From an optimization exercise on the open Yosys and OpenROAD flow, aimed at small area, a short achievable clock period and few clock cycles; shortcuts taken in it are not production practice.
The RTL was checked by simulation tests, not by an equivalence proof against the original design.
Power figures rest on the tool's default switching activity, not on a simulated workload.

==> flow/design.v, too long to show whole: its modules and the start of the top module <==
// module multiplier: 107 lines
// module wallace_tree_16_2: 118 lines
// module carry_save_adder: 10 lines
// module partial_product_generate: 16 lines
// module divider: 69 lines
// module dc_data_array: 15 lines
// module dc_tag_array: 16 lines
// module dc_ws_array: 20 lines
// module dc_lru_array: 21 lines
// module fairy_dc: 228 lines
// module fairy_fetch_stage: 57 lines
// module fairy_decode_stage: 419 lines
// module rf2r1w: 121 lines
// module fairy_exe_stage: 301 lines
// module fairy_mem_stage: 289 lines
// module fairy_writeback_stage: 157 lines
// module fairy_top: 339 lines
// module fairy_core: 40 lines
module fairy_core(
	input         clk,
	input         resetn,
	output [31:0] inst_sram_addr,
	input  [31:0] inst_sram_rdata,
	output [ 3:0] data_sram_cen,
	output        data_sram_wr,
	output [31:0] data_sram_addr,
	output [31:0] data_sram_wdata,
	input  [31:0] data_sram_rdata
);
  // ...
==> flow/run.sh <==
#!/bin/bash
# synth_recipe.tcl (not shown) runs the flow's synth.tcl, then flattens the netlist and writes it again
# the make line also repeats each setting of config.mk as NAME=value (left out here)
make -C /OpenROAD-flow-scripts/flow DESIGN_CONFIG=/design/flow/config.mk WORK_HOME=/design/flow/orfs CLKGATE_MAP_FILE= SYNTH_SCRIPT=/design/flow/synth_recipe.tcl finish
==> flow/config.mk <==
export PLATFORM = sky130hd
export DESIGN_NAME = fairy_core
export DESIGN_NICKNAME = fairy_core
export VERILOG_FILES = /design/flow/design.v
export SDC_FILE = /design/flow/constraint.sdc
export NUM_CORES = 4
export LEC_CHECK = 0
export CAP_MARGIN = 20
export CORE_MARGIN = 2
export CORE_UTILIZATION = 25
export GPL_ROUTABILITY_DRIVEN = 1
export PLACE_DENSITY = 0.5
export SLEW_MARGIN = 20
==> flow/constraint.sdc <==
create_clock -name core_clock -period 15.0 [get_ports {clk}]
set_input_delay 3.0000 -clock core_clock [delete_from_list [all_inputs] [get_ports {clk}]]
set_output_delay 3.0000 -clock core_clock [all_outputs]
set_load 0.01 [all_outputs]
==> metrics.csv, run 1 <==
metric,value,unit
outcome,"complete, no violations",
clock_power,8.82,mW
critical_path_class,reg2reg,
powerDensity,217,nW/µm²
count_leader_synth,edfxtp_1,
category_of_the_worst_setup_path_launch_point,flip-flop,
detail_route.iter0.violations,25400,
final_layout_size_suffix_gt1_share,12.0,%
place_area,212000,µm²
largest_family_of_logic_cells_by_synthesized_area,compound AO/OA/AOI/OAI gates,
worst_skew_pair.late_latency,1.06,ns
post-synth-top-area-cell,edfxtp_1,
postCtsSetupRepairBufs,0,
power_in_sequential_cells,10.2,mW
multi_input_area_share,45.0,%
place.gp.congestion,0.998,
num-multi-input-gates,13300,
final.period_utilization,85.9,%
tritoncts_clock_tree,done,
leading_cell_types_in_the_layout_fill_and_taps_excluded,"2,288 x edfxtp_1, 2,082 x nand2_1, 1,545 x nor2_1",
post-route-cell-area,224000,µm²
layout-area-overhead-vs-synth,13.7,%
finalSetupViolCount,0,
clock_skew,0.120,ns
cp_num_buf_inv,7,
power.static_leakage,78.4,nW
worst_hold_startpoint,fairy.wb_stage.cp0_count_step$_SDFF_PN0_,
multi_input_comb_area,101000,µm²
routed_wire_length_per_instance,32.9,µm
nonClockInverterCount,1089,
finalWorstSetupSlack,2.11,ns
fin_total_pwr,48.6,mW
final-nonclk-buf-share,3.34,%
worst_ep_required_time,15.84,ns
met2_layer_wire_length_in_the_routed_design,414000,µm
switching_share_of_power,49.3,%
timing.critical_path.slowest_stage_cell,o311ai_0,
drtAntennaViolNets,0,
fin_nets,19900,
clk_path_buf_depth,4,
final-instance-count-excl-fill,29600,
largestClassByArea,multi-input gates,
Testbench counts, summed over its fixed seeds: cycles 70,260.
==> module fairy_core, before the edit <==
module fairy_core(
	input         clk,
	input         resetn,
	output [31:0] inst_sram_addr,
	input  [31:0] inst_sram_rdata,
	output [ 3:0] data_sram_cen,
	output        data_sram_wr,
	output [31:0] data_sram_addr,
	output [31:0] data_sram_wdata,
	input  [31:0] data_sram_rdata
);
fairy_top fairy(
	.aclk            (clk),
	.areset_n        (resetn),
	.inst_sram_cen   (),
	.inst_sram_wr    (),
	.inst_sram_addr  (inst_sram_addr),
	.inst_sram_wdata (),
	.inst_sram_ack   (1'b1),
	.inst_sram_rrdy  (1'b1),
	.inst_sram_rdata (inst_sram_rdata),
	.data_sram_cen   (data_sram_cen),
	.data_sram_wr    (data_sram_wr),
	.data_sram_addr  (data_sram_addr),
	.data_sram_wdata (data_sram_wdata),
	.data_sram_ack   (1'b1),
	.data_sram_rrdy  (1'b1),
	.data_sram_rdata (data_sram_rdata),
	.regfile_00(), .regfile_01(), .regfile_02(), .regfile_03(),
	.regfile_04(), .regfile_05(), .regfile_06(), .regfile_07(),
	.regfile_08(), .regfile_09(), .regfile_10(), .regfile_11(),
	.regfile_12(), .regfile_13(), .regfile_14(), .regfile_15(),
	.regfile_16(), .regfile_17(), .regfile_18(), .regfile_19(),
	.regfile_20(), .regfile_21(), .regfile_22(), .regfile_23(),
	.regfile_24(), .regfile_25(), .regfile_26(), .regfile_27(),
	.regfile_28(), .regfile_29(), .regfile_30(), .regfile_31(),
	.ex_pc(),
	.rs_valid()
);
endmodule
==> run 2: changes to the inputs <==
==> flow/design.v (replaced) <==
module fairy_mdu(
	input         clk,
	input         resetn,
	input         start,      
	input         isdiv,
	input  [31:0] opa,        
	input  [31:0] opb,        
	input         wr_hi,      
	input         wr_lo,      
	output        busy,
	output [31:0] hi,
	output [31:0] lo
);
reg [31:0] hi_r, lo_r, m_r;
reg        busy_r, div_r, bprev;
reg [3:0]  cnt;
assign busy = busy_r;
assign hi = hi_r;
assign lo = lo_r;
function [34:0] booth;
	input [2:0] bits;
	input [31:0] m;
	reg [34:0] ms;
	begin
		ms = {{3{m[31]}}, m};
		case (bits)
			3'b001, 3'b010: booth = ms;
			3'b011:         booth = ms << 1;
			3'b100:         booth = -(ms << 1);
			3'b101, 3'b110: booth = -ms;
			default:        booth = 35'd0;
		endcase
	end
endfunction
wire [34:0] p0 = booth({lo_r[1:0], bprev}, m_r);
wire [34:0] p1 = booth(lo_r[3:1], m_r);
wire [35:0] macc = {{4{hi_r[31]}}, hi_r} + {p0[34], p0} + {p1[33:0], 2'b00};
wire [33:0] d1 = {1'b0, hi_r, lo_r[31]} - {2'b0, m_r};
wire [31:0] r1 = d1[33] ? {hi_r[30:0], lo_r[31]} : d1[31:0];
wire [33:0] d2 = {1'b0, r1, lo_r[30]} - {2'b0, m_r};
wire [31:0] r2 = d2[33] ? {r1[30:0], lo_r[30]} : d2[31:0];
always @(posedge clk) begin
	if (!resetn) begin
		busy_r <= 1'b0;
	end else if (start) begin
		busy_r <= 1'b1;
	end else if (busy_r && cnt == (div_r ? 4'd15 : 4'd7)) begin
		busy_r <= 1'b0;
	end
end
always @(posedge clk) begin
	if (start) begin
		cnt   <= 4'd0;
		div_r <= isdiv;
		m_r   <= opb;
		lo_r  <= opa;
		hi_r  <= 32'd0;
		bprev <= 1'b0;
	end else if (busy_r) begin
		cnt <= cnt + 4'd1;
		if (div_r) begin
			hi_r <= r2;
			lo_r <= {lo_r[29:0], ~d1[33], ~d2[33]};
		end else begin
			hi_r  <= macc[35:4];
			lo_r  <= {macc[3:0], lo_r[31:4]};
			bprev <= lo_r[3];
		end
	end else begin
		if (wr_hi) hi_r <= opa;
		if (wr_lo) lo_r <= opa;
	end
end
endmodule
module fairy_rf(
	input         clk,
	input  [4:0]  ra0,
	output [31:0] rd0,
	input  [4:0]  ra1,
	output [31:0] rd1,
	input         we,
	input  [4:0]  wa,
	input  [3:0]  wbe,
	input  [31:0] wd
);
reg [31:0] r [1:31];
wire [1023:0] flat;
assign flat[31:0] = 32'd0;
genvar i, b;
generate
	for (i = 1; i < 32; i = i + 1) begin : g_reg
		for (b = 0; b < 4; b = b + 1) begin : g_byte
			always @(posedge clk)
				if (we && wa == i && wbe[b])
					r[i][8*b+7:8*b] <= wd[8*b+7:8*b];
		end
		assign flat[32*i+31:32*i] = r[i];
	end
endgenerate
assign rd0 = flat[32*ra0 +: 32];
assign rd1 = flat[32*ra1 +: 32];
endmodule
module fairy_core(
	input         clk,
	input         resetn,
	output [31:0] inst_sram_addr,
	input  [31:0] inst_sram_rdata,
	output [ 3:0] data_sram_cen,
	output        data_sram_wr,
	output [31:0] data_sram_addr,
	output [31:0] data_sram_wdata,
	input  [31:0] data_sram_rdata
);
reg [31:2] pc;           
reg [31:0] ir, sk;       
reg        ir_v, sk_v;
reg [31:2] pc_d;         
reg        rep;          
reg        kill;         
assign inst_sram_addr = {pc, 2'b00};
wire a_v = ~rep & ~kill;
reg        e_we, e_load, e_st, e_md, e_isdiv, e_mthi, e_mtlo, e_mem;
reg [4:0]  e_rd;
reg [2:0]  e_ldt, e_stt;
reg [1:0]  e_sel, e_lop, e_sop;
reg        e_sub, e_sgn, e_fwdA, e_fwdB;
reg [31:0] e_A, e_B;
reg [15:0] e_imm;
reg        m_we, m_load, m_wr;
reg [4:0]  m_rd;
reg [2:0]  m_ldt;
reg [31:0] m_res, m_wdata;
reg [3:0]  m_cen;
reg        w_we, w_load;
reg [4:0]  w_rd;
reg [2:0]  w_ldt;
reg [31:0] w_res;
reg        x_we, x_load;
reg [4:0]  x_rd;
reg [2:0]  x_ldt;
reg [1:0]  x_a;
reg [31:0] x_val;
assign data_sram_addr  = m_res;
assign data_sram_wdata = m_wdata;
assign data_sram_cen   = m_cen;
assign data_sram_wr    = m_wr;
wire [5:0] op = ir[31:26];
wire [4:0] rs = ir[25:21];
wire [4:0] rt = ir[20:16];
wire [4:0] rdf = ir[15:11];
wire [4:0] sa = ir[10:6];
wire [5:0] fn = ir[5:0];
wire [15:0] imm = ir[15:0];
wire sp = (op == 6'h00);
wire i_sll  = sp & (fn == 6'h00);
wire i_srl  = sp & (fn == 6'h02);
wire i_sra  = sp & (fn == 6'h03);
wire i_sllv = sp & (fn == 6'h04);
wire i_srlv = sp & (fn == 6'h06);
wire i_srav = sp & (fn == 6'h07);
wire i_mfhi = sp & (fn == 6'h10);
wire i_mthi = sp & (fn == 6'h11);
wire i_mflo = sp & (fn == 6'h12);
wire i_mtlo = sp & (fn == 6'h13);
wire i_mult = sp & (fn == 6'h18);
wire i_divu = sp & (fn == 6'h1b);
wire i_addu = sp & (fn == 6'h21);
wire i_subu = sp & (fn == 6'h23);
wire i_and  = sp & (fn == 6'h24);
wire i_or   = sp & (fn == 6'h25);
wire i_xor  = sp & (fn == 6'h26);
wire i_nor  = sp & (fn == 6'h27);
wire i_slt  = sp & (fn == 6'h2a);
wire i_sltu = sp & (fn == 6'h2b);
wire i_regimm = (op == 6'h01);
wire i_bltz   = i_regimm & (rt[0] == 1'b0);
wire i_bgez   = i_regimm & (rt[0] == 1'b1);
wire i_bal    = i_regimm & rt[4];
wire i_j      = (op == 6'h02);
wire i_jal    = (op == 6'h03);
wire i_beq    = (op == 6'h04);
wire i_bne    = (op == 6'h05);
wire i_blez   = (op == 6'h06);
wire i_bgtz   = (op == 6'h07);
wire i_addiu  = (op == 6'h09);
wire i_slti   = (op == 6'h0a);
wire i_sltiu  = (op == 6'h0b);
wire i_andi   = (op == 6'h0c);
wire i_ori    = (op == 6'h0d);
wire i_xori   = (op == 6'h0e);
wire i_lui    = (op == 6'h0f);
wire i_load   = (op[5:3] == 3'b100);
wire i_store  = (op[5:3] == 3'b101);
wire shift_imm = i_sll | i_srl | i_sra;
wire shift_var = i_sllv | i_srlv | i_srav;
wire r_alu = i_addu | i_subu | i_and | i_or | i_xor | i_nor | i_slt | i_sltu
           | shift_imm | shift_var;
wire i_alu = i_addiu | i_slti | i_sltiu | i_andi | i_ori | i_xori | i_lui;
wire link  = i_jal | i_bal;
wire is_br = i_regimm | i_beq | i_bne | i_blez | i_bgtz;
wire is_hl = i_mfhi | i_mflo | i_mthi | i_mtlo | i_mult | i_divu;
wire uses_rs = (r_alu & ~shift_imm) | (i_alu & ~i_lui) | i_load | i_store
             | is_br | i_mult | i_divu | i_mthi | i_mtlo;
wire uses_rt = r_alu | i_store | i_beq | i_bne | i_mult | i_divu;
wire need_d_rt = i_beq | i_bne;
wire has_dest = r_alu | i_alu | i_load | link | i_mfhi | i_mflo;
wire [4:0] dest = link ? 5'd31 : (i_alu | i_load) ? rt : rdf;
wire d_we = has_dest & (dest != 5'd0);
wire [31:0] rf0, rf1;
wire [31:0] x_wval;
wire [3:0]  x_be;
fairy_rf rf(
	.clk(clk),
	.ra0(rs), .rd0(rf0),
	.ra1(rt), .rd1(rf1),
	.we(x_we), .wa(x_rd), .wbe(x_be), .wd(x_wval)
);
wire x_part = x_load & (x_ldt == 3'd5 || x_ldt == 3'd6);
wire hE0 = e_we & (e_rd == rs), hM0 = m_we & (m_rd == rs);
wire hW0 = w_we & (w_rd == rs), hX0 = x_we & (x_rd == rs);
wire hE1 = e_we & (e_rd == rt), hM1 = m_we & (m_rd == rt);
wire hW1 = w_we & (w_rd == rt), hX1 = x_we & (x_rd == rt);
wire st0 = uses_rs & (hE0 ? (e_load | is_br) : hM0 ? m_load : hW0 ? w_load : hX0 & x_part);
wire st1 = uses_rt & (hE1 ? (e_load | need_d_rt) : hM1 ? m_load : hW1 ? w_load : hX1 & x_part);
wire [31:0] v0 = hM0 ? m_res : hW0 ? w_res : hX0 ? x_wval : rf0;
wire [31:0] v1 = hM1 ? m_res : hW1 ? w_res : hX1 ? x_wval : rf1;
wire md_busy;
wire [31:0] hi, lo;
wire st_hl = is_hl & (md_busy | e_md | e_mthi | e_mtlo);
wire stall = ir_v & (st0 | st1 | st_hl);
wire issue = ir_v & ~stall;
wire eq   = (v0 == v1);
wire neg  = v0[31];
wire zero = (v0 == 32'd0);
wire cond = (i_beq & eq) | (i_bne & ~eq) | (i_blez & (neg | zero))
          | (i_bgtz & ~neg & ~zero) | (i_bltz & neg) | (i_bgez & ~neg)
          | i_j | i_jal;
wire taken = issue & cond;
wire [31:2] pc_d4 = pc_d + 30'd1;
wire [31:2] br_target = (i_j | i_jal) ? {pc_d4[31:28], ir[25:0]}
                                       : pc_d4 + {{14{imm[15]}}, imm};
wire sk_next = stall & (sk_v | a_v);
always @(posedge clk) begin
	if (!resetn) begin
		pc   <= 30'h2ff00000;    
		ir_v <= 1'b0;
		sk_v <= 1'b0;
		rep  <= 1'b1;
		kill <= 1'b0;
	end else begin
		if (taken)
			pc <= br_target;
		else if (!sk_next)
			pc <= pc + 30'd1;
		rep  <= sk_next;
		kill <= taken;
		sk_v <= sk_next;
		if (!stall) begin
			ir_v <= sk_v | a_v;
		end
	end
end
always @(posedge clk) begin
	if (!stall) begin
		ir   <= sk_v ? sk : inst_sram_rdata;
		pc_d <= pc - 30'd1;
	end
	if (stall & ~sk_v)
		sk <= inst_sram_rdata;
end
wire [31:0] pc_d8 = {pc_d + 30'd2, 2'b00};
wire [31:0] immx = i_lui ? {imm, 16'd0}
                 : (i_andi | i_ori | i_xori) ? {16'd0, imm}
                 : {{16{imm[15]}}, imm};
always @(posedge clk) begin
	if (!resetn || !issue) begin
		e_we   <= 1'b0;
		e_load <= 1'b0;
		e_st   <= 1'b0;
		e_md   <= 1'b0;
		e_mthi <= 1'b0;
		e_mtlo <= 1'b0;
	end else begin
		e_we   <= d_we;
		e_load <= i_load;
		e_st   <= i_store;
		e_md   <= i_mult | i_divu;
		e_mthi <= i_mthi;
		e_mtlo <= i_mtlo;
	end
end
always @(posedge clk) begin
	e_rd    <= dest;
	e_isdiv <= i_divu;
	e_mem   <= i_load | i_store;
	e_ldt   <= (op[2:0] == 3'b000) ? 3'd0 :    
	           (op[2:0] == 3'b100) ? 3'd1 :    
	           (op[2:0] == 3'b001) ? 3'd2 :    
	           (op[2:0] == 3'b101) ? 3'd3 :    
	           (op[2:0] == 3'b010) ? 3'd5 :    
	           (op[2:0] == 3'b110) ? 3'd6 :    
	                                 3'd4;     
	e_stt   <= (op[2:0] == 3'b000) ? 3'd0 :    
	           (op[2:0] == 3'b001) ? 3'd1 :    
	           (op[2:0] == 3'b010) ? 3'd3 :    
	           (op[2:0] == 3'b110) ? 3'd4 :    
	                                 3'd2;     
	e_sel   <= (i_slt | i_sltu | i_slti | i_sltiu) ? 2'd1 :
	           (i_and | i_or | i_xor | i_nor | i_andi | i_ori | i_xori) ? 2'd2 :
	           (shift_imm | shift_var) ? 2'd3 : 2'd0;
	e_sub   <= i_subu | i_slt | i_sltu | i_slti | i_sltiu;
	e_sgn   <= i_slt | i_slti;
	e_lop   <= (i_and | i_andi) ? 2'd0 : (i_or | i_ori) ? 2'd1 :
	           (i_xor | i_xori) ? 2'd2 : 2'd3;
	e_sop   <= (i_sll | i_sllv) ? 2'd0 : (i_srl | i_srlv) ? 2'd1 : 2'd2;
	e_imm   <= imm;
	e_fwdA  <= hE0 & ~(link | shift_imm | i_mfhi | i_mflo | i_lui);
	e_fwdB  <= hE1 & (r_alu | i_store | i_mult | i_divu);
	e_A     <= link ? pc_d8 :
	           shift_imm ? {27'd0, sa} :
	           i_mfhi ? hi :
	           i_mflo ? lo :
	           i_lui ? 32'd0 : v0;
	e_B     <= i_alu ? immx :
	           (link | i_mfhi | i_mflo) ? 32'd0 : v1;
end
wire [31:0] A = e_fwdA ? m_res : e_A;
wire [31:0] B = e_fwdB ? m_res : e_B;
wire [31:0] bx = e_mem ? {{16{e_imm[15]}}, e_imm} : B;
wire [32:0] sum = {e_sgn & A[31], A} + ({e_sgn & bx[31], bx} ^ {33{e_sub}}) + {32'd0, e_sub};
reg [31:0] lres;
always @(*) begin
	case (e_lop)
		2'd0: lres = A & B;
		2'd1: lres = A | B;
		2'd2: lres = A ^ B;
		default: lres = ~(A | B);
	endcase
end
wire [4:0] shamt = A[4:0];
wire sleft = (e_sop == 2'd0);
wire [31:0] brev, sres;
genvar k;
generate for (k = 0; k < 32; k = k + 1) begin : g_rev
	assign brev[k] = B[31-k];
	assign sres[k] = sleft ? sext[31-k] : sext[k];
end endgenerate
wire [31:0] sin = sleft ? brev : B;
wire sfill = (e_sop == 2'd2) & B[31];
wire [63:0] sext = {{32{sfill}}, sin} >> shamt;
reg [31:0] res;
always @(*) begin
	case (e_sel)
		2'd0: res = sum[31:0];
		2'd1: res = {31'd0, sum[32]};
		2'd2: res = lres;
		default: res = sres;
	endcase
end
wire [1:0] ea = sum[1:0];
reg [31:0] wdata;
reg [3:0]  cen;
always @(*) begin
	case (e_stt)
		3'd0: begin wdata = {4{B[7:0]}};  cen = 4'b0001 << ea; end
		3'd1: begin wdata = {2{B[15:0]}}; cen = ea[1] ? 4'b1100 : 4'b0011; end
		3'd3: begin wdata = B >> (8 * (3 - ea)); cen = 4'b1111 >> (3 - ea); end
		3'd4: begin wdata = B << (8 * ea);       cen = 4'b1111 << ea; end
		default: begin wdata = B; cen = 4'b1111; end
	endcase
end
fairy_mdu mdu(
	.clk(clk), .resetn(resetn),
	.start(e_md), .isdiv(e_isdiv),
	.opa(A), .opb(B),
	.wr_hi(e_mthi), .wr_lo(e_mtlo),
	.busy(md_busy), .hi(hi), .lo(lo)
);
always @(posedge clk) begin
	if (!resetn) begin
		m_we <= 1'b0; m_load <= 1'b0; m_wr <= 1'b0;
		w_we <= 1'b0; w_load <= 1'b0;
		x_we <= 1'b0; x_load <= 1'b0;
	end else begin
		m_we <= e_we; m_load <= e_load; m_wr <= e_st;
		w_we <= m_we; w_load <= m_load;
		x_we <= w_we; x_load <= w_load;
	end
end
always @(posedge clk) begin
	m_rd <= e_rd; m_ldt <= e_ldt; m_res <= res; m_wdata <= wdata; m_cen <= cen;
	w_rd <= m_rd; w_ldt <= m_ldt; w_res <= m_res;
	x_rd <= w_rd; x_ldt <= w_ldt; x_a <= w_res[1:0];
	x_val <= w_load ? data_sram_rdata : w_res;
end
wire [1:0] rot = (x_ldt == 3'd5) ? x_a + 2'd1 : x_a;
wire [31:0] xr = {x_val, x_val} >> (8 * rot);
reg [31:0] lval;
always @(*) begin
	case (x_ldt)
		3'd0: lval = {{24{xr[7]}}, xr[7:0]};
		3'd1: lval = {24'd0, xr[7:0]};
		3'd2: lval = {{16{xr[15]}}, xr[15:0]};
		3'd3: lval = {16'd0, xr[15:0]};
		default: lval = xr;
	endcase
end
assign x_wval = x_load ? lval : x_val;
assign x_be = ~x_load ? 4'b1111 :
              (x_ldt == 3'd5) ? (4'b1111 << (3 - x_a)) :
              (x_ldt == 3'd6) ? (4'b1111 >> x_a) : 4'b1111;
endmodule
==> run 2 against run 1 <==
  * Critical path depth down 9
  * Largest power group is now registers
  * Largest cell class unchanged
  * Design area shrank 54%
  * Via count down 58%
  * Core utilization is 0.41 points higher
==> metrics.csv, run 2 <==
metric,value,unit,change
outcome,"complete, no violations",,unchanged
most_common_cell_after_layout_fill_and_taps_aside,edfxtp_1,,unchanged
detail_route.iter0.violations,8458,,"was 25,400"
synth.cell_area,89700,µm²,"was 197,000 µm²"
r2r_start,mdu.m_r[1]$_DFFE_PP_,,was fairy.decode_stage.op0[4]$_SDFFE_PP0P_
rsz_0062_raised_after_global_routing,false,,unchanged
yosys_most_used_dff,edfxtp_1,,unchanged
count_of_input_and_output_buffers,164,,was 166
finalWorstPathRequiredPeriod,9.31,ns,was 12.89 ns
ctsResizeCount,0,,unchanged
number_of_levels_the_h_tree_was_split_into,4,,was 5
synth-async-reset-ratio,0,%,unchanged
drcViolationCount,0,,unchanged
synth.cells.most_frequent,"1,151 x edfxtp_1, 660 x nand2_1, 565 x nor2_1, 511 x mux4_2, 494 x o21ai_0",,"was 2,288 x edfxtp_1, 2,084 x nand2_1, 1,618 x nor2_1, 1,438 x a21oi_1, 1,256 x clkbuf_1"
critical_path_class,reg2reg,,unchanged
cts-buffers-inserted,175,,was 339
clk_path_buf_depth,4,,unchanged
power.static_leakage,36.3,nW,was 78.4 nW
hold_path_class,reg2reg,,unchanged
leading_cell_types_in_the_layout_fill_and_taps_excluded,"1,151 x edfxtp_1, 658 x nand2_1, 538 x nor2_1",,"was 2,288 x edfxtp_1, 2,082 x nand2_1, 1,545 x nor2_1"
seq_area_frac_synth,46.2,%,was 44.1%
cp_num_buf_inv,3,,was 7
ports_placed_on_the_boundary,167,,unchanged
postCtsSetupRepairBufs,0,,unchanged
powerDensity,127,nW/µm²,was 217 nW/µm²
grt_start_max_net_pins,90,,was 176
max_flop_register,rf.r,,was fairy.decode_stage.u0_rf.regfile
grt-ovfl-total,0,,unchanged
design.core.area,356000,µm²,"was 784,000 µm²"
worst-r2r-cell-count,28,,was 37
routed_wire_length_per_instance,30.7,µm,was 32.9 µm
routed-via-count,70300,,"was 168,000"
max_freq,107,MHz,was 77.6 MHz
cts.hold.buffers_added,0,,unchanged
post-synth-top-area-cell,edfxtp_1,,unchanged
die_h,603,µm,was 891 µm
relSlewSlack,16.3,%,was 8.75%
synth_area_per_cell,11.5,µm²,was 10.2 µm²
filler_cell_count,36400,,"was 81,700"
rows,219,,was 325
fin_total_pwr,13.1,mW,was 48.6 mW
critPathCaptureType,flip-flop,,unchanged
via_count_of_the_first_global_routing_pass,68400,,"was 159,000"
timing.critical_path.fanout_max,42,,was 32
worst_skew_pair.late_latency,0.90,ns,was 1.06 ns
cpPeakStageDelay,0.56,ns,was 0.96 ns
crit_family,compound AO/OA/AOI/OAI gates,,unchanged
dp_hpwl,284000,µm,"was 668,000 µm"
synth_top_cells_by_area,"edfxtp_1 39%, mux4_2 13%, dfxtp_1 7.7%",,"was edfxtp_1 35%, dfxtp_1 9.2%, fa_1 6.5%"
clock_skew,0.0974,ns,was 0.120 ns
synth.lib_cells_used.distinct,97,,was 106
largest_reg_flops,992,,unchanged
timing.final.max_slew_violations,0,,unchanged
cts_num_sinks,1497,,"was 3,195"
routed_wirelength,392000,µm,"was 975,000 µm"
finalSetupViolCount,0,,unchanged
category_of_the_worst_setup_path_launch_point,flip-flop,,unchanged
worst_ep_required_time,15.66,ns,was 15.84 ns
fin_nets,8198,,"was 19,900"
place.gp.congestion,0.950,,was 0.998
vias_per_cell,5.51,,was 5.68
finalHoldViolCount,0,,unchanged
grt_use_total,20.8,%,was 23.4%
timing.hold.worst_path_depth,0,,was 1
timing.critical_path.slowest_stage_cell,buf_4,,was o311ai_0
count_leader_synth,edfxtp_1,,unchanged
layout-area-overhead-vs-synth,15.0,%,was 13.7%
grt_first_pass_wirelength,542000,µm,"was 1,330,000 µm"
start_util,25.2,%,was 25.1%
synthesized_netlist_cell_count,7807,,"was 19,300"
cp-startpoint,mdu.m_r[1]$_DFFE_PP_,,was fairy.decode_stage.op0[4]$_SDFFE_PP0P_
detail_route.first_pass.iterations,7,,was 9
worst_hold_startpoint,w_ldt[0]$_DFF_P_,,was fairy.wb_stage.cp0_count_step$_SDFF_PN0_
critical_path_arrival,9.97,ns,was 13.73 ns
worst_r2r_endpoint,mdu.hi_r[3]$_SDFFE_PP0P_,,was fairy.exe_stage.data[59]$_SDFFE_PP0N_
reg2reg_slack,5.69,ns,was 2.11 ns
peakVddDrop,90.1,µV,was 650 µV
tightest_slew,1.25,ns,was 1.37 ns
design.die.area,364000,µm²,"was 794,000 µm²"
clock_tree.root_cell,clkbuf_16,,unchanged
synth-edff-count,1151,,"was 2,288"
tritoncts_clock_tree,done,,unchanged
synth_largest_type_area_fraction,38.5,%,was 34.9%
synthesis.yosys.warnings,4,,was 14
final.period_utilization,62.0,%,was 85.9%
fin_tns_setup,0,ns,unchanged
destination_of_the_worst_hold_path,x_ldt[0]$_DFF_P_,,was fairy.wb_stage.cp0_count_step$_SDFF_PN0_
die_w,603,µm,was 891 µm
clk_pin_slew,0.06,ns,about the same
synth_seq_cells,1497,,"was 3,195"
maxCapViolations,0,,unchanged
final_layout_size_suffix_gt1_share,17.3,%,was 12.0%
drtAntennaViolNets,0,,unchanged
grt_antenna_before_repair,22,,was 102
==> run 2: layout make-up <==
class / count / area, µm² / share of cell area [%]
diodes: 14 / 35.0 / 0.0340
clock buffers: 220 / 4710 / 4.57
clock inverters: 100 / 1010 / 0.976
inverters: 294 / 1100 / 1.07
multi-input cells: 5447 / 45000 / 43.6
flip-flops and latches: 1497 / 41500 / 40.2
well taps: 4751 / 5940 / 5.76
repair buffers: 447 / 3890 / 3.77
==> run 2: how the worst max path moves through the flow <==
| stage | to | slack (ns) | depth (start not counted) |
|---|---|---|---|
| floorplan | mdu.hi_r[13]$_SDFFE_PP0P_ | 7.17 | 29 |
| global placement | mdu.hi_r[3]$_SDFFE_PP0P_ | 5.76 | 28 |
| detailed placement | mdu.hi_r[3]$_SDFFE_PP0P_ | 5.95 | 28 |
| CTS | mdu.hi_r[3]$_SDFFE_PP0P_ | 5.89 | 28 |
| global route | mdu.hi_r[3]$_SDFFE_PP0P_ | 5.16 | 28 |
| finish | mdu.hi_r[3]$_SDFFE_PP0P_ | 5.69 | 28 |
==> run 2: metrics by stage <==
stage	worst slack [ns]	hold WS, ns	utilization [%]	cells	instance area, µm²
finish	5.69	0.321	28.9	12800	103000
global route	5.16	0.326	28.9	12800	103000
CTS	5.89	0.325	28.9	12700	103000
detailed placement	5.95	0.312	27.3	12400	97300
global placement	5.76	0.316	27.3	12400	97200
floorplan	7.17	0.310	-	7808	89700
==> run 2: per-layer routing <==
layer  up-vias  track usage [%]  wire [µm]
met5         -                0        115
met4        14             12.3      27200
met3       893             4.18      31600
met2      3575             33.5     181000
met1     35800             25.8     153000
li1      30000                -          -
==> run 2: kinds of logic after synthesis <==
kind of cell               count (synthesis)  share of synthesized area, %
DFF                                     1497                          46.2
muxes                                    985                          18.3
adders and majority gates                270                          4.08
and+or+nand+nor                         1891                          9.58
other                                      1                       0.00418
xor gates and xnor gates                 375                          3.68
buffers and inverters                    864                          4.03
AOI/OAI and AO/OA                       1924                          14.0
==> run 2: report_power, final <==
group	internal, mW	switching, mW
Combinational	1.04	2.11
Sequential	5.11	0.480
Clock	2.51	1.85
Testbench counts of run 2, summed over its fixed seeds: cycles 40,064.
==> run 3: changes to the inputs <==
--- a/flow/design.v
+++ b/flow/design.v
@@ -12,39 +12,29 @@
 	output [31:0] lo
 );
 reg [31:0] hi_r, lo_r, m_r;
-reg        busy_r, div_r, bprev;
+reg [33:0] m3_r;
+reg        busy_r, div_r, prep;
+reg        b_one, b_two, b_neg;    
 reg [3:0]  cnt;
 assign busy = busy_r;
 assign hi = hi_r;
 assign lo = lo_r;
-function [34:0] booth;
-	input [2:0] bits;
-	input [31:0] m;
-	reg [34:0] ms;
-	begin
-		ms = {{3{m[31]}}, m};
-		case (bits)
-			3'b001, 3'b010: booth = ms;
-			3'b011:         booth = ms << 1;
-			3'b100:         booth = -(ms << 1);
-			3'b101, 3'b110: booth = -ms;
-			default:        booth = 35'd0;
-		endcase
-	end
-endfunction
-wire [34:0] p0 = booth({lo_r[1:0], bprev}, m_r);
-wire [34:0] p1 = booth(lo_r[3:1], m_r);
-wire [35:0] macc = {{4{hi_r[31]}}, hi_r} + {p0[34], p0} + {p1[33:0], 2'b00};
-wire [33:0] d1 = {1'b0, hi_r, lo_r[31]} - {2'b0, m_r};
-wire [31:0] r1 = d1[33] ? {hi_r[30:0], lo_r[31]} : d1[31:0];
-wire [33:0] d2 = {1'b0, r1, lo_r[30]} - {2'b0, m_r};
-wire [31:0] r2 = d2[33] ? {r1[30:0], lo_r[30]} : d2[31:0];
+wire [33:0] ms  = {{2{m_r[31]}}, m_r};
+wire [33:0] mag = ({34{b_one}} & ms) | ({34{b_two}} & {ms[32:0], 1'b0});
+wire [33:0] macc = {{2{hi_r[31]}}, hi_r} + (mag ^ {34{b_neg}}) + {33'd0, b_neg};
+wire [34:0] dx = {1'b0, hi_r, lo_r[31:30]};
+wire [34:0] t1 = dx - {3'b0, m_r};
+wire [34:0] t2 = dx - {2'b0, m_r, 1'b0};
+wire [34:0] t3 = dx - {1'b0, m3_r};
+wire q1 = ~t1[34], q2 = ~t2[34], q3 = ~t3[34];
+wire [31:0] rnext = q3 ? t3[31:0] : q2 ? t2[31:0] : q1 ? t1[31:0] : dx[31:0];
+wire [1:0] qbits = q3 ? 2'd3 : q2 ? 2'd2 : q1 ? 2'd1 : 2'd0;
 always @(posedge clk) begin
 	if (!resetn) begin
 		busy_r <= 1'b0;
 	end else if (start) begin
 		busy_r <= 1'b1;
-	end else if (busy_r && cnt == (div_r ? 4'd15 : 4'd7)) begin
+	end else if (busy_r && !prep && cnt == 4'd15) begin
 		busy_r <= 1'b0;
 	end
 end
@@ -52,19 +42,29 @@
 	if (start) begin
 		cnt   <= 4'd0;
 		div_r <= isdiv;
+		prep  <= isdiv;
 		m_r   <= opb;
 		lo_r  <= opa;
 		hi_r  <= 32'd0;
-		bprev <= 1'b0;
+		b_one <= opa[0];
+		b_two <= opa[1] & ~opa[0];
+		b_neg <= opa[1];
 	end else if (busy_r) begin
-		cnt <= cnt + 4'd1;
-		if (div_r) begin
-			hi_r <= r2;
-			lo_r <= {lo_r[29:0], ~d1[33], ~d2[33]};
+		if (prep) begin
+			prep <= 1'b0;
+			m3_r <= {2'b0, m_r} + {1'b0, m_r, 1'b0};
 		end else begin
-			hi_r  <= macc[35:4];
-			lo_r  <= {macc[3:0], lo_r[31:4]};
-			bprev <= lo_r[3];
+			cnt <= cnt + 4'd1;
+			if (div_r) begin
+				hi_r <= rnext;
+				lo_r <= {lo_r[29:0], qbits};
+			end else begin
+				hi_r  <= macc[33:2];
+				lo_r  <= {macc[1:0], lo_r[31:2]};
+				b_one <= lo_r[2] ^ lo_r[1];
+				b_two <= (lo_r[3] & ~lo_r[2] & ~lo_r[1]) | (~lo_r[3] & lo_r[2] & lo_r[1]);
+				b_neg <= lo_r[3] & ~(lo_r[2] & lo_r[1]);
+			end
 		end
 	end else begin
 		if (wr_hi) hi_r <= opa;
@@ -74,9 +74,9 @@
 endmodule
 module fairy_rf(
 	input         clk,
-	input  [4:0]  ra0,
+	input  [31:1] sel0,
 	output [31:0] rd0,
-	input  [4:0]  ra1,
+	input  [31:1] sel1,
 	output [31:0] rd1,
 	input         we,
 	input  [4:0]  wa,
@@ -84,8 +84,10 @@
 	input  [31:0] wd
 );
 reg [31:0] r [1:31];
-wire [1023:0] flat;
-assign flat[31:0] = 32'd0;
+wire [31:0] p0 [0:31];
+wire [31:0] p1 [0:31];
+assign p0[0] = 32'd0;
+assign p1[0] = 32'd0;
 genvar i, b;
 generate
 	for (i = 1; i < 32; i = i + 1) begin : g_reg
@@ -94,11 +96,12 @@
 				if (we && wa == i && wbe[b])
 					r[i][8*b+7:8*b] <= wd[8*b+7:8*b];
 		end
-		assign flat[32*i+31:32*i] = r[i];
+		assign p0[i] = p0[i-1] | ({32{sel0[i]}} & r[i]);
+		assign p1[i] = p1[i-1] | ({32{sel1[i]}} & r[i]);
 	end
 endgenerate
-assign rd0 = flat[32*ra0 +: 32];
-assign rd1 = flat[32*ra1 +: 32];
+assign rd0 = p0[31];
+assign rd1 = p1[31];
 endmodule
 module fairy_core(
 	input         clk,
@@ -119,13 +122,12 @@
 reg        kill;         
 assign inst_sram_addr = {pc, 2'b00};
 wire a_v = ~rep & ~kill;
-reg        e_we, e_load, e_st, e_md, e_isdiv, e_mthi, e_mtlo, e_mem;
+reg        e_we, e_load, e_st, e_md, e_isdiv, e_mthi, e_mtlo;
 reg [4:0]  e_rd;
 reg [2:0]  e_ldt, e_stt;
 reg [1:0]  e_sel, e_lop, e_sop;
-reg        e_sub, e_sgn, e_fwdA, e_fwdB;
-reg [31:0] e_A, e_B;
-reg [15:0] e_imm;
+reg        e_sub, e_sgn, e_fwdA, e_fwdB, e_fwdS;
+reg [31:0] e_A, e_B, e_sd;
 reg        m_we, m_load, m_wr;
 reg [4:0]  m_rd;
 reg [2:0]  m_ldt;
@@ -134,6 +136,7 @@
 reg        w_we, w_load;
 reg [4:0]  w_rd;
 reg [2:0]  w_ldt;
+reg [1:0]  w_rot;
 reg [31:0] w_res;
 reg        x_we, x_load;
 reg [4:0]  x_rd;
@@ -211,15 +214,13 @@
 wire [3:0]  x_be;
 fairy_rf rf(
 	.clk(clk),
-	.ra0(rs), .rd0(rf0),
-	.ra1(rt), .rd1(rf1),
+	.sel0(sel0), .rd0(rf0),
+	.sel1(sel1), .rd1(rf1),
 	.we(x_we), .wa(x_rd), .wbe(x_be), .wd(x_wval)
 );
 wire x_part = x_load & (x_ldt == 3'd5 || x_ldt == 3'd6);
-wire hE0 = e_we & (e_rd == rs), hM0 = m_we & (m_rd == rs);
-wire hW0 = w_we & (w_rd == rs), hX0 = x_we & (x_rd == rs);
-wire hE1 = e_we & (e_rd == rt), hM1 = m_we & (m_rd == rt);
-wire hW1 = w_we & (w_rd == rt), hX1 = x_we & (x_rd == rt);
+reg hE0, hM0, hW0, hX0, hE1, hM1, hW1, hX1;
+reg [31:1] sel0, sel1;    
 wire st0 = uses_rs & (hE0 ? (e_load | is_br) : hM0 ? m_load : hW0 ? w_load : hX0 & x_part);
 wire st1 = uses_rt & (hE1 ? (e_load | need_d_rt) : hM1 ? m_load : hW1 ? w_load : hX1 & x_part);
 wire [31:0] v0 = hM0 ? m_res : hW0 ? w_res : hX0 ? x_wval : rf0;
@@ -260,12 +261,29 @@
 		end
 	end
 end
+wire [31:0] nx = sk_v ? sk : inst_sram_rdata;    
+wire [4:0] nrs = nx[25:21];
+wire [4:0] nrt = nx[20:16];
+wire iss_we = issue & d_we;
 always @(posedge clk) begin
 	if (!stall) begin
-		ir   <= sk_v ? sk : inst_sram_rdata;
+		ir   <= nx;
 		pc_d <= pc - 30'd1;
+		sel0 <= (32'd1 << nrs) >> 1;
+		sel1 <= (32'd1 << nrt) >> 1;
+		hE0 <= iss_we & (dest == nrs);
+		hM0 <= e_we & (e_rd == nrs);
+		hW0 <= m_we & (m_rd == nrs);
+		hX0 <= w_we & (w_rd == nrs);
+		hE1 <= iss_we & (dest == nrt);
+		hM1 <= e_we & (e_rd == nrt);
+		hW1 <= m_we & (m_rd == nrt);
+		hX1 <= w_we & (w_rd == nrt);
+	end else begin
+		hE0 <= 1'b0; hM0 <= hE0; hW0 <= hM0; hX0 <= hW0;
+		hE1 <= 1'b0; hM1 <= hE1; hW1 <= hM1; hX1 <= hW1;
 	end
-	if (stall & ~sk_v)
+	if (!sk_v)
 		sk <= inst_sram_rdata;
 end
 wire [31:0] pc_d8 = {pc_d + 30'd2, 2'b00};
@@ -292,7 +310,6 @@
 always @(posedge clk) begin
 	e_rd    <= dest;
 	e_isdiv <= i_divu;
-	e_mem   <= i_load | i_store;
 	e_ldt   <= (op[2:0] == 3'b000) ? 3'd0 :    
 	           (op[2:0] == 3'b100) ? 3'd1 :    
 	           (op[2:0] == 3'b001) ? 3'd2 :    
@@ -313,20 +330,22 @@
 	e_lop   <= (i_and | i_andi) ? 2'd0 : (i_or | i_ori) ? 2'd1 :
 	           (i_xor | i_xori) ? 2'd2 : 2'd3;
 	e_sop   <= (i_sll | i_sllv) ? 2'd0 : (i_srl | i_srlv) ? 2'd1 : 2'd2;
-	e_imm   <= imm;
 	e_fwdA  <= hE0 & ~(link | shift_imm | i_mfhi | i_mflo | i_lui);
-	e_fwdB  <= hE1 & (r_alu | i_store | i_mult | i_divu);
+	e_fwdB  <= hE1 & (r_alu | i_mult | i_divu);
+	e_fwdS  <= hE1 & i_store;
+	e_sd    <= v1;
 	e_A     <= link ? pc_d8 :
 	           shift_imm ? {27'd0, sa} :
 	           i_mfhi ? hi :
 	           i_mflo ? lo :
 	           i_lui ? 32'd0 : v0;
-	e_B     <= i_alu ? immx :
+	e_B     <= (i_alu | i_load | i_store) ? immx :
 	           (link | i_mfhi | i_mflo) ? 32'd0 : v1;
 end
 wire [31:0] A = e_fwdA ? m_res : e_A;
 wire [31:0] B = e_fwdB ? m_res : e_B;
-wire [31:0] bx = e_mem ? {{16{e_imm[15]}}, e_imm} : B;
+wire [31:0] bx = B;
+wire [31:0] SD = e_fwdS ? m_res : e_sd;
 wire [32:0] sum = {e_sgn & A[31], A} + ({e_sgn & bx[31], bx} ^ {33{e_sub}}) + {32'd0, e_sub};
 reg [31:0] lres;
 always @(*) begin
@@ -362,11 +381,11 @@
 reg [3:0]  cen;
 always @(*) begin
 	case (e_stt)
-		3'd0: begin wdata = {4{B[7:0]}};  cen = 4'b0001 << ea; end
-		3'd1: begin wdata = {2{B[15:0]}}; cen = ea[1] ? 4'b1100 : 4'b0011; end
-		3'd3: begin wdata = B >> (8 * (3 - ea)); cen = 4'b1111 >> (3 - ea); end
-		3'd4: begin wdata = B << (8 * ea);       cen = 4'b1111 << ea; end
-		default: begin wdata = B; cen = 4'b1111; end
+		3'd0: begin wdata = {4{SD[7:0]}};  cen = 4'b0001 << ea; end
+		3'd1: begin wdata = {2{SD[15:0]}}; cen = ea[1] ? 4'b1100 : 4'b0011; end
+		3'd3: begin wdata = SD >> (8 * (3 - ea)); cen = 4'b1111 >> (3 - ea); end
+		3'd4: begin wdata = SD << (8 * ea);       cen = 4'b1111 << ea; end
+		default: begin wdata = SD; cen = 4'b1111; end
 	endcase
 end
 fairy_mdu mdu(
@@ -390,11 +409,11 @@
 always @(posedge clk) begin
 	m_rd <= e_rd; m_ldt <= e_ldt; m_res <= res; m_wdata <= wdata; m_cen <= cen;
 	w_rd <= m_rd; w_ldt <= m_ldt; w_res <= m_res;
+	w_rot <= (m_ldt == 3'd5) ? m_res[1:0] + 2'd1 : m_res[1:0];
 	x_rd <= w_rd; x_ldt <= w_ldt; x_a <= w_res[1:0];
-	x_val <= w_load ? data_sram_rdata : w_res;
+	x_val <= w_load ? ({data_sram_rdata, data_sram_rdata} >> (8 * w_rot)) : w_res;
 end
-wire [1:0] rot = (x_ldt == 3'd5) ? x_a + 2'd1 : x_a;
-wire [31:0] xr = {x_val, x_val} >> (8 * rot);
+wire [31:0] xr = x_val;
 reg [31:0] lval;
 always @(*) begin
 	case (x_ldt)
==> run 3 against run 2 <==
  * Critical path depth fell by 13
  * Combinational power decreased by 3%
  * Critical path type unchanged
  * Sequential power grew 7.9%
  * Core utilization rose by 0.17 points
  * Still clean on timing, DRC and antenna
  * Clock skew increased by 0.011 ns
  * Largest cell class is now flip-flops and latches
  * Die area is 2.9% lower
  * Fmax is 37% higher
==> metrics.csv, run 3 <==
metric,value,unit,change
outcome,"complete, no violations",,unchanged
synth.cell_area,87100,µm²,"was 89,700 µm²"
synth_top_cells_by_area,"edfxtp_1 42%, dfxtp_1 9.3%, a22oi_1 5.1%",,"was edfxtp_1 39%, mux4_2 13%, dfxtp_1 7.7%"
power.clock.fraction,33.8,%,was 33.3%
die_w,594,µm,was 603 µm
tightest_slew,1.27,ns,was 1.25 ns
cts.hold.buffers_added,0,,unchanged
clock_skew,0.108,ns,was 0.0974 ns
worst_skew_pair.late_latency,0.95,ns,was 0.90 ns
via_count_of_the_first_global_routing_pass,73400,,"was 68,400"
synth_area_per_cell,10.7,µm²,was 11.5 µm²
most_common_cell_after_layout_fill_and_taps_aside,edfxtp_1,,unchanged
routed_wire_length_per_instance,34.6,µm,was 30.7 µm
start_util,25.1,%,was 25.2%
net-switching-power,4.65,mW,was 4.44 mW
layout_top_registers,"rf.r x992, mdu.m3_r x34",,
dp_hpwl,301000,µm,"was 284,000 µm"
vias_per_cell,5.97,,was 5.51
synth_largest_type_area_fraction,42.0,%,was 38.5%
grt-ovfl-total,0,,unchanged
largest_reg_flops,992,,unchanged
synthesis.yosys.warnings,4,,unchanged
maxCapViolations,0,,unchanged
synth.cells.most_frequent,"1,219 x edfxtp_1, 586 x a22oi_1, 581 x nor2_1, 553 x nand2_1, 468 x a21oi_1",,"was 1,151 x edfxtp_1, 660 x nand2_1, 565 x nor2_1, 511 x mux4_2, 494 x o21ai_0"
grt_antenna_before_repair,30,,was 22
yosys_most_used_dff,edfxtp_1,,unchanged
rows,216,,was 219
seq_area_frac_synth,51.3,%,was 46.2%
ctsResizeCount,0,,unchanged
max_flop_register,rf.r,,unchanged
finalWorstPathRequiredPeriod,6.78,ns,was 9.31 ns
fin_nets,8600,,"was 8,198"
finalHoldViolCount,0,,unchanged
worst_r2r_endpoint,pc[12]$_SDFFE_PN0P_,,was mdu.hi_r[3]$_SDFFE_PP0P_
routed_wirelength,449000,µm,"was 392,000 µm"
grt_use_total,24.2,%,was 20.8%
layout-area-overhead-vs-synth,15.9,%,was 15.0%
synth-async-reset-ratio,0,%,unchanged
p_seq_share,44.0,%,was 42.7%
critical_path_arrival,7.52,ns,was 9.97 ns
place_area,94700,µm²,"was 97,300 µm²"
hold_path_class,reg2reg,,unchanged
destination_of_the_worst_hold_path,m_ldt[1]$_DFF_P_,,was x_ldt[0]$_DFF_P_
timing.critical_path.slowest_stage_cell,a222oi_1,,was buf_4
clock_tree.root_cell,clkbuf_16,,unchanged
share_comb_of_total_power,22.3,%,was 24.1%
cpPeakStageDelay,0.89,ns,was 0.56 ns
r2r_start,sel0[15]$_SDFFCE_PP0N_,,was mdu.m_r[1]$_DFFE_PP_
count_of_input_and_output_buffers,164,,unchanged
worst-r2r-cell-count,15,,was 28
cts-buffers-inserted,186,,was 175
drtAntennaViolNets,0,,unchanged
tritoncts_clock_tree,done,,unchanged
drcViolationCount,0,,unchanged
critical_path_class,reg2reg,,unchanged
p_int,9.07,mW,was 8.66 mW
relSlewSlack,15.3,%,was 16.3%
ports_placed_on_the_boundary,167,,unchanged
max_freq,148,MHz,was 107 MHz
synth_seq_cells,1622,,"was 1,497"
reg2reg_slack,8.22,ns,was 5.69 ns
cts_num_sinks,1622,,"was 1,497"
clk_path_buf_depth,4,,unchanged
clk_pin_slew,0.06,ns,about the same
worst_path_cell_trace,buf_4 -> a22o_1 -> a221oi_1 -> nand3_1 -> or4_1 -> a222oi_1 -> nand4_1 -> or4_1 -> a2111oi_4 -> a211oi_1 -> a211oi_2 -> a21o_1 -> buf_4 -> mux2i_1 -> a311o_1,,
leading_cell_types_in_the_layout_fill_and_taps_excluded,"1,219 x edfxtp_1, 586 x a22oi_1, 551 x nand2_1",,"was 1,151 x edfxtp_1, 658 x nand2_1, 538 x nor2_1"
post-route-cell-area,101000,µm²,"was 103,000 µm²"
grt_start_max_net_pins,95,,was 90
worst_hold_startpoint,e_ldt[1]$_SDFF_PP0_,,was w_ldt[0]$_DFF_P_
critPathCaptureType,flip-flop,,unchanged
detail_route.iter0.violations,13200,,"was 8,458"
count_leader_synth,edfxtp_1,,unchanged
number_of_levels_the_h_tree_was_split_into,4,,unchanged
powerDensity,136,nW/µm²,was 127 nW/µm²
finalSetupViolCount,0,,unchanged
power.static_leakage,36.3,nW,about the same
detail_route.first_pass.iterations,11,,was 7
routed-via-count,77500,,"was 70,300"
place.gp.congestion,0.986,,was 0.950
design.core.area,346000,µm²,"was 356,000 µm²"
synth.lib_cells_used.distinct,89,,was 97
synthesized_netlist_cell_count,8143,,"was 7,807"
timing.final.max_slew_violations,0,,unchanged
design.die.area,353000,µm²,"was 364,000 µm²"
peakVddDrop,86.7,µV,was 90.1 µV
category_of_the_worst_setup_path_launch_point,flip-flop,,unchanged
switching_share_of_power,33.9,%,about the same
synth-edff-count,1219,,"was 1,151"
final.period_utilization,45.2,%,was 62.0%
timing.critical_path.fanout_max,47,,was 42
rsz_0062_raised_after_global_routing,false,,unchanged
fin_tns_setup,0,ns,unchanged
grt_first_pass_wirelength,605000,µm,"was 542,000 µm"
timing.hold.worst_path_depth,0,,unchanged
postCtsSetupRepairBufs,0,,unchanged
die_h,594,µm,was 603 µm
worst_ep_required_time,15.75,ns,was 15.66 ns
post-synth-top-area-cell,edfxtp_1,,unchanged
final_layout_size_suffix_gt1_share,10.0,%,was 17.3%
==> run 3: kinds of logic (layout without fill, tap and decap cells) <==
logic type / Yosys count / count (layout) / share of synthesized area (%)
compound gates: 2560 / 2560 / 20.8
xor+xnor: 406 / 406 / 4.08
fa+ha+maj: 300 / 300 / 4.37
buf+inv: 811 / 1047 / 3.60
flops: 1622 / 1622 / 51.3
mux: 389 / 389 / 4.64
other cells: 1 / 11 / 0.00431
simple gates: 2054 / 2054 / 11.2
==> run 3: how the worst max path moves through the flow <==
| stage | from | to | slack [ns] | cells after the start |
|---|---|---|---|---|
| floorplan | ir[29]$_DFFE_PN_ | ir[0]$_DFFE_PN_ | 9.58 | 10 |
| global placement | hW0$_DFF_P_ | pc[29]$_SDFFE_PN1P_ | 8.29 | 12 |
| detailed placement | hW0$_DFF_P_ | pc[29]$_SDFFE_PN1P_ | 8.30 | 12 |
| CTS | hW0$_DFF_P_ | pc[29]$_SDFFE_PN1P_ | 8.24 | 12 |
| global route | sel0[15]$_SDFFCE_PP0N_ | pc[12]$_SDFFE_PN0P_ | 8.18 | 15 |
| finish | sel0[15]$_SDFFCE_PP0N_ | pc[12]$_SDFFE_PN0P_ | 8.22 | 15 |
==> run 3: power groups by stage <==
stage / logic (mW) / clock network, mW / registers (mW)
floorplan: 1.63 / 0 / 5.80
global placement: 2.91 / 0 / 6.10
detailed placement: 2.93 / 0 / 6.10
CTS: 2.95 / 4.67 / 6.01
global route: 3.19 / 4.84 / 6.03
finish: 3.06 / 4.63 / 6.03
==> run 3: area by class of cell <==
type                    count  area (µm²)
fillers                 35600      246000
clock buffers             227        4950
multi-input cells        5711       39600
well taps                4578        5730
diodes                      9        22.5
inverters                 276        1040
repair buffers            437        3720
clock inverters           107        1090
flip-flops and latches   1622       44700
==> run 3: metrics by stage <==
| step | setup WS [ns] | total power [mW] | std cells | util (%) | hold WS [ns] |
|---|---|---|---|---|---|
| floorplan | 9.58 | 7.43 | 8144 | - | 0.310 |
| global placement | 8.29 | 9.01 | 12600 | 27.3 | 0.317 |
| detailed placement | 8.30 | 9.03 | 12600 | 27.3 | 0.314 |
| CTS | 8.24 | 13.6 | 13000 | 29.1 | 0.337 |
| global route | 8.18 | 14.1 | 13000 | 29.1 | 0.345 |
| finish | 8.22 | 13.7 | 13000 | 29.1 | 0.335 |
==> run 3: worst max-delay path: cells and delay by family (launching register included) <==
| kind | cells | cell delay, ns |
|---|---|---|
| compound gates | 8 | 2.93 |
| buf+inv | 2 | 1.01 |
| flops | 1 | 0.86 |
| mux | 1 | 0.15 |
| simple gates | 4 | 1.61 |
==> run 3: metal layers <==
| layer | vias up | track usage (%) | wire length, µm | part of all wire [%] |
|---|---|---|---|---|
| li1 | 31700 | - | - | - |
| met4 | 40 | 14.8 | 33900 | 7.6 |
| met2 | 5974 | 38.8 | 201000 | 45 |
| met5 | - | 0.122 | 323 | 0.072 |
| met3 | 1696 | 7.11 | 50800 | 11 |
| met1 | 38100 | 28.5 | 163000 | 36 |
Testbench counts of run 3, summed over its fixed seeds: cycles 41,327.
==> run 4: changes to the inputs <==
--- a/flow/design.v
+++ b/flow/design.v
@@ -221,10 +221,10 @@
 wire x_part = x_load & (x_ldt == 3'd5 || x_ldt == 3'd6);
 reg hE0, hM0, hW0, hX0, hE1, hM1, hW1, hX1;
 reg [31:1] sel0, sel1;    
-wire st0 = uses_rs & (hE0 ? (e_load | is_br) : hM0 ? m_load : hW0 ? w_load : hX0 & x_part);
-wire st1 = uses_rt & (hE1 ? (e_load | need_d_rt) : hM1 ? m_load : hW1 ? w_load : hX1 & x_part);
-wire [31:0] v0 = hM0 ? m_res : hW0 ? w_res : hX0 ? x_wval : rf0;
-wire [31:0] v1 = hM1 ? m_res : hW1 ? w_res : hX1 ? x_wval : rf1;
+wire st0 = uses_rs & ((hE0 & (e_load | is_br)) | (hM0 & m_load) | (hW0 & w_load) | (hX0 & x_part));
+wire st1 = uses_rt & ((hE1 & (e_load | need_d_rt)) | (hM1 & m_load) | (hW1 & w_load) | (hX1 & x_part));
+wire [31:0] v0 = ({32{hM0}} & m_res) | ({32{hW0}} & w_res) | ({32{hX0}} & x_wval) | rf0;
+wire [31:0] v1 = ({32{hM1}} & m_res) | ({32{hW1}} & w_res) | ({32{hX1}} & x_wval) | rf1;
 wire md_busy;
 wire [31:0] hi, lo;
 wire st_hl = is_hl & (md_busy | e_md | e_mthi | e_mtlo);
@@ -265,21 +265,21 @@
 wire [4:0] nrs = nx[25:21];
 wire [4:0] nrt = nx[20:16];
 wire iss_we = issue & d_we;
+wire nE0 = iss_we & (dest == nrs), nM0 = e_we & (e_rd == nrs);
+wire nW0 = m_we & (m_rd == nrs),   nX0 = w_we & (w_rd == nrs);
+wire nE1 = iss_we & (dest == nrt), nM1 = e_we & (e_rd == nrt);
+wire nW1 = m_we & (m_rd == nrt),   nX1 = w_we & (w_rd == nrt);
 always @(posedge clk) begin
 	if (!stall) begin
 		ir   <= nx;
 		pc_d <= pc - 30'd1;
-		sel0 <= (32'd1 << nrs) >> 1;
-		sel1 <= (32'd1 << nrt) >> 1;
-		hE0 <= iss_we & (dest == nrs);
-		hM0 <= e_we & (e_rd == nrs);
-		hW0 <= m_we & (m_rd == nrs);
-		hX0 <= w_we & (w_rd == nrs);
-		hE1 <= iss_we & (dest == nrt);
-		hM1 <= e_we & (e_rd == nrt);
-		hW1 <= m_we & (m_rd == nrt);
-		hX1 <= w_we & (w_rd == nrt);
+		sel0 <= ((32'd1 << nrs) >> 1) & {31{~(nE0 | nM0 | nW0 | nX0)}};
+		sel1 <= ((32'd1 << nrt) >> 1) & {31{~(nE1 | nM1 | nW1 | nX1)}};
+		hE0 <= nE0; hM0 <= nM0 & ~nE0; hW0 <= nW0 & ~nE0 & ~nM0; hX0 <= nX0 & ~nE0 & ~nM0 & ~nW0;
+		hE1 <= nE1; hM1 <= nM1 & ~nE1; hW1 <= nW1 & ~nE1 & ~nM1; hX1 <= nX1 & ~nE1 & ~nM1 & ~nW1;
 	end else begin
+		sel0 <= ((32'd1 << rs) >> 1) & {31{~(hE0 | hM0 | hW0)}};
+		sel1 <= ((32'd1 << rt) >> 1) & {31{~(hE1 | hM1 | hW1)}};
 		hE0 <= 1'b0; hM0 <= hE0; hW0 <= hM0; hX0 <= hW0;
 		hE1 <= 1'b0; hM1 <= hE1; hW1 <= hM1; hX1 <= hW1;
 	end
--- a/flow/config.mk
+++ b/flow/config.mk
@@ -5,9 +5,9 @@
 export SDC_FILE = /design/flow/constraint.sdc
 export NUM_CORES = 4
 export LEC_CHECK = 0
-export CAP_MARGIN = 20
+export CAP_MARGIN = 60
 export CORE_MARGIN = 2
 export CORE_UTILIZATION = 25
 export GPL_ROUTABILITY_DRIVEN = 1
 export PLACE_DENSITY = 0.5
-export SLEW_MARGIN = 20
+export SLEW_MARGIN = 60
==> run 4 against run 3 <==
  * Worst setup slack improved by 0.95 ns
  * Synthesized area fell by 0.59%
  * Via count rose by 2.7%
  * Register-to-register slack improved by 0.95 ns
  * Synthesized cell count fell by 0.29%
  * Largest power group unchanged
  * Core utilization rose by 0.82 points
  * Clock-buffer cell count fell by 6
  * Routed wire length rose by 4.1%
  * Hold slack got worse by 0.0025 ns
  * Highest routed layer unchanged
  * First-iteration DRC count rose by 4.3%
==> metrics.csv, run 4 <==
metric,value,unit,change
outcome,"complete, no violations",,unchanged
hold_path_class,reg2reg,,unchanged
worst_ep_required_time,15.78,ns,was 15.75 ns
largest_reg_flops,992,,unchanged
synthesized_netlist_cell_count,8119,,"was 8,143"
seq_area_frac_synth,50.9,%,was 51.3%
fin_nets,8645,,"was 8,600"
synth_area_per_cell,10.7,µm²,about the same
grt_antenna_before_repair,32,,was 30
fin_total_pwr,13.7,mW,about the same
synth-edff-count,1157,,"was 1,219"
synth_largest_type_area_fraction,40.1,%,was 42.0%
cts_num_sinks,1622,,unchanged
final_core_occ,29.9,%,was 29.1%
cts-buffers-inserted,180,,was 186
powerDensity,132,nW/µm²,was 136 nW/µm²
timing.critical_path.fanout_max,71,,was 47
worst-r2r-cell-count,14,,was 15
dp_hpwl,320000,µm,"was 301,000 µm"
routed_wirelength,467000,µm,"was 449,000 µm"
vias_per_cell,6.10,,was 5.97
tightest_slew,0.763,ns,was 1.27 ns
final-instance-count-excl-fill,13000,,about the same
synthesis.yosys.warnings,4,,unchanged
place_area,97000,µm²,"was 94,700 µm²"
postCtsSetupRepairBufs,0,,unchanged
layout-area-overhead-vs-synth,19.5,%,was 15.9%
worst_path_cell_trace,buf_6 -> a22o_1 -> a221oi_1 -> nand4_1 -> or4_1 -> xor2_1 -> nor4_1 -> nand4_1 -> nor3_1 -> mux2i_1 -> a31oi_4 -> buf_6 -> a211oi_1 -> a2111oi_2,,was buf_4 -> a22o_1 -> a221oi_1 -> nand3_1 -> or4_1 -> a222oi_1 -> nand4_1 -> or4_1 -> a2111oi_4 -> a211oi_1 -> a211oi_2 -> a21o_1 -> buf_4 -> mux2i_1 -> a311o_1
start_util,25.1,%,about the same
relSlewSlack,49.1,%,was 15.3%
detail_route.iter0.violations,13800,,"was 13,200"
cts.hold.buffers_added,0,,unchanged
critical_path_class,reg2reg,,unchanged
yosys_most_used_dff,edfxtp_1,,unchanged
die_w,592,µm,was 594 µm
r2r_start,sel0[28]$_DFF_P_,,was sel0[15]$_SDFFCE_PP0N_
finalWorstSetupSlack,9.17,ns,was 8.22 ns
final.period_utilization,38.8,%,was 45.2%
layout_top_registers,"rf.r x992, mdu.m3_r x34",,unchanged
rows,216,,unchanged
grt_use_total,25.6,%,was 24.2%
p_seq_share,43.4,%,was 44.0%
rsz_0062_raised_after_global_routing,false,,unchanged
synth_top_cells_by_area,"edfxtp_1 40%, dfxtp_1 11%, a22oi_1 5.1%",,"was edfxtp_1 42%, dfxtp_1 9.3%, a22oi_1 5.1%"
ctsResizeCount,0,,unchanged
finalWorstPathRequiredPeriod,5.83,ns,was 6.78 ns
finalHoldViolCount,0,,unchanged
routed_wire_length_per_instance,35.9,µm,was 34.6 µm
max_freq,172,MHz,was 148 MHz
critPathCaptureType,flip-flop,,unchanged
reg2reg_slack,9.17,ns,was 8.22 ns
leading_cell_types_in_the_layout_fill_and_taps_excluded,"1,157 x edfxtp_1, 593 x a22oi_1, 557 x nand2_1",,"was 1,219 x edfxtp_1, 586 x a22oi_1, 551 x nand2_1"
detail_route.first_pass.iterations,14,,was 11
switching_share_of_power,34.1,%,was 33.9%
synth.cells.most_frequent,"1,157 x edfxtp_1, 595 x nor2_1, 593 x a22oi_1, 572 x nand2_1, 465 x dfxtp_1",,"was 1,219 x edfxtp_1, 586 x a22oi_1, 581 x nor2_1, 553 x nand2_1, 468 x a21oi_1"
power.clock.fraction,33.6,%,was 33.8%
count_of_input_and_output_buffers,164,,unchanged
die_h,592,µm,was 594 µm
critical_path_arrival,6.60,ns,was 7.52 ns
peakVddDrop,86.3,µV,was 86.7 µV
clk_pin_slew,0.06,ns,about the same
number_of_levels_the_h_tree_was_split_into,4,,unchanged
p_int,9.01,mW,was 9.07 mW
grt_start_max_net_pins,72,,was 95
max_flop_register,rf.r,,unchanged
routed-via-count,79600,,"was 77,500"
worst_skew_pair.late_latency,0.93,ns,was 0.95 ns
dp_cells,12700,,"was 12,600"
cpPeakStageDelay,0.91,ns,was 0.89 ns
ports_placed_on_the_boundary,167,,unchanged
power.static_leakage,36.8,nW,was 36.3 nW
grt_first_pass_wirelength,628000,µm,"was 605,000 µm"
worst_r2r_endpoint,pc[2]$_SDFFE_PN0P_,,was pc[12]$_SDFFE_PN0P_
place.gp.congestion,1.01,,was 0.986
timing.critical_path.slowest_stage_cell,or4_1,,was a222oi_1
count_leader_synth,edfxtp_1,,unchanged
hold-worst-slack,0.332,ns,was 0.335 ns
worstSetupEndpoint,pc[2]$_SDFFE_PN0P_,,was pc[12]$_SDFFE_PN0P_
final_layout_size_suffix_gt1_share,14.1,%,was 10.0%
post-synth-top-area-cell,edfxtp_1,,unchanged
grt-ovfl-total,0,,unchanged
most_common_cell_after_layout_fill_and_taps_aside,edfxtp_1,,unchanged
synth_seq_cells,1622,,unchanged
fin_tns_setup,0,ns,unchanged
clock_skew,0.0658,ns,was 0.108 ns
post-place-ws,8.91,ns,was 8.30 ns
synth.cell_area,86600,µm²,"was 87,100 µm²"
worst_hold_startpoint,w_ldt[1]$_DFF_P_,,was e_ldt[1]$_SDFF_PP0_
cp-startpoint,sel0[28]$_DFF_P_,,was sel0[15]$_SDFFCE_PP0N_
design.core.area,345000,µm²,"was 346,000 µm²"
clk_path_buf_depth,4,,unchanged
clock_tree.root_cell,clkbuf_16,,unchanged
net-switching-power,4.66,mW,was 4.65 mW
finalSetupViolCount,0,,unchanged
design.die.area,351000,µm²,"was 353,000 µm²"
synth-async-reset-ratio,0,%,unchanged
drcViolationCount,0,,unchanged
category_of_the_worst_setup_path_launch_point,flip-flop,,unchanged
drtAntennaViolNets,0,,unchanged
synth.lib_cells_used.distinct,93,,was 89
maxCapViolations,0,,unchanged
tritoncts_clock_tree,done,,unchanged
via_count_of_the_first_global_routing_pass,74800,,"was 73,400"
share_comb_of_total_power,23.0,%,was 22.3%
post-route-cell-area,103000,µm²,"was 101,000 µm²"
timing.final.max_slew_violations,0,,unchanged
run 4: changes by cell type after synthesis, moves of 29 or more:
cell      change
a21oi_1      -41
o22a_1       -30
xnor2_1      -29
nand4_1      +34
o22ai_1      +41
xor2_1       +39
edfxtp_1     -62
dfxtp_1      +62
nand3_1      -73
run 4: layout make-up:
cell class | count | area, µm²
Sequential cell | 1622 | 44300
Inverter | 247 | 931
Fill cell | 35100 | 242000
Multi-Input combinational cell | 5719 | 41400
Clock inverter | 110 | 1070
Clock buffer | 221 | 4850
Tap cell | 4578 | 5730
Antenna cell | 30 | 75.1
Timing Repair Buffer | 509 | 5020
run 4: critical path: cells and delay by family, from the launching register on:
kind,cells,cell delay [ns]
buf+inv,2,0.85
simple gates,5,2.54
compound gates,5,1.24
xor+xnor,1,0.30
flops,1,0.51
mux,1,0.23
run 4: how the worst min path moves through the flow:
stage / endpoint / slack [ns] / cells past startpoint
after CTS: x_ldt[1]$_DFF_P_ / 0.33 / 0
after detailed placement: x_ldt[0]$_DFF_P_ / 0.31 / 0
final: x_ldt[1]$_DFF_P_ / 0.33 / 0
after global placement: m_ldt[2]$_DFF_P_ / 0.31 / 0
after floorplan: m_ldt[0]$_DFF_P_ / 0.31 / 0
after global routing: x_ldt[1]$_DFF_P_ / 0.34 / 0
run 4: routing by layer:
metal | global-route usage, % | up-vias | wire (µm) | part of all wire, %
met1 | 28.9 | 38600 | 161000 | 34
met3 | 9.43 | 2210 | 59300 | 13
li1 | - | 31900 | - | -
met4 | 20.0 | 10 | 47300 | 10
met2 | 39.0 | 6837 | 200000 | 43
met5 | 0.352 | - | 207 | 0.044
run 4: cell families (layout without fill, tap and decap cells):
kind of cell,Yosys count,after routing,share of synthesized area [%]
AO/OA/AOI/OAI,2597,2597,21.4
AND/OR/NAND/NOR,2014,2014,11.0
flip-flops,1622,1622,50.9
buffers and inverters,779,1087,3.46
XOR/XNOR,416,416,4.21
multiplexers,390,390,4.71
adder cells (fa/ha/maj),300,300,4.40
other,1,32,0.00433
run 4: power by group through the flow:
stage / registers, mW / logic (mW) / clock network (mW)
2_1_floorplan: 5.79 / 1.52 / 0
3_3_place_gp: 6.01 / 2.88 / 0
3_5_place_dp: 6.00 / 3.01 / 0
4_1_cts: 5.91 / 3.02 / 4.61
5_1_grt: 5.94 / 3.29 / 4.77
6_report: 5.94 / 3.15 / 4.59
Testbench counts of run 4, summed over its fixed seeds: cycles 41,327.

static timing again, ports no longer ideal:
How much do the figures lean on ideal ports? The routed layouts below were timed once more, with nothing changed but the port constraints. Step 1 assumes that a clkbuf_16 drives the clock port and a buf_2 every other input. Step 2 adds t to the input delays and takes it off the output delays; t is the mean of the earliest and latest rising clock arrival at the registers after step 1. Input paths then give back, and output paths get back, about the clock's delay inside the block. a / b / c = ideal / step 1 / step 2; a / b = the first two.
run | shift t [ns] | setup WS [ns] | slew at the worst register clock pin (ns)
run 1 | 1.108 | 2.115 / 2.115 / 2.115 | 0.08 / 0.08
run 2 | 0.943 | 5.694 / 5.694 / 5.694 | 0.08 / 0.08
run 3 | 0.970 | 8.224 / 8.224 / 8.224 | 0.07 / 0.07
run 4 | 1.002 | 9.173 / 9.173 / 8.917 | 0.07 / 0.07
After both steps setup and hold are still met in every run listed. The setup slack of run 4, which loses most, moves by 0.000 ns with the drivers and by -0.256 ns with both steps.
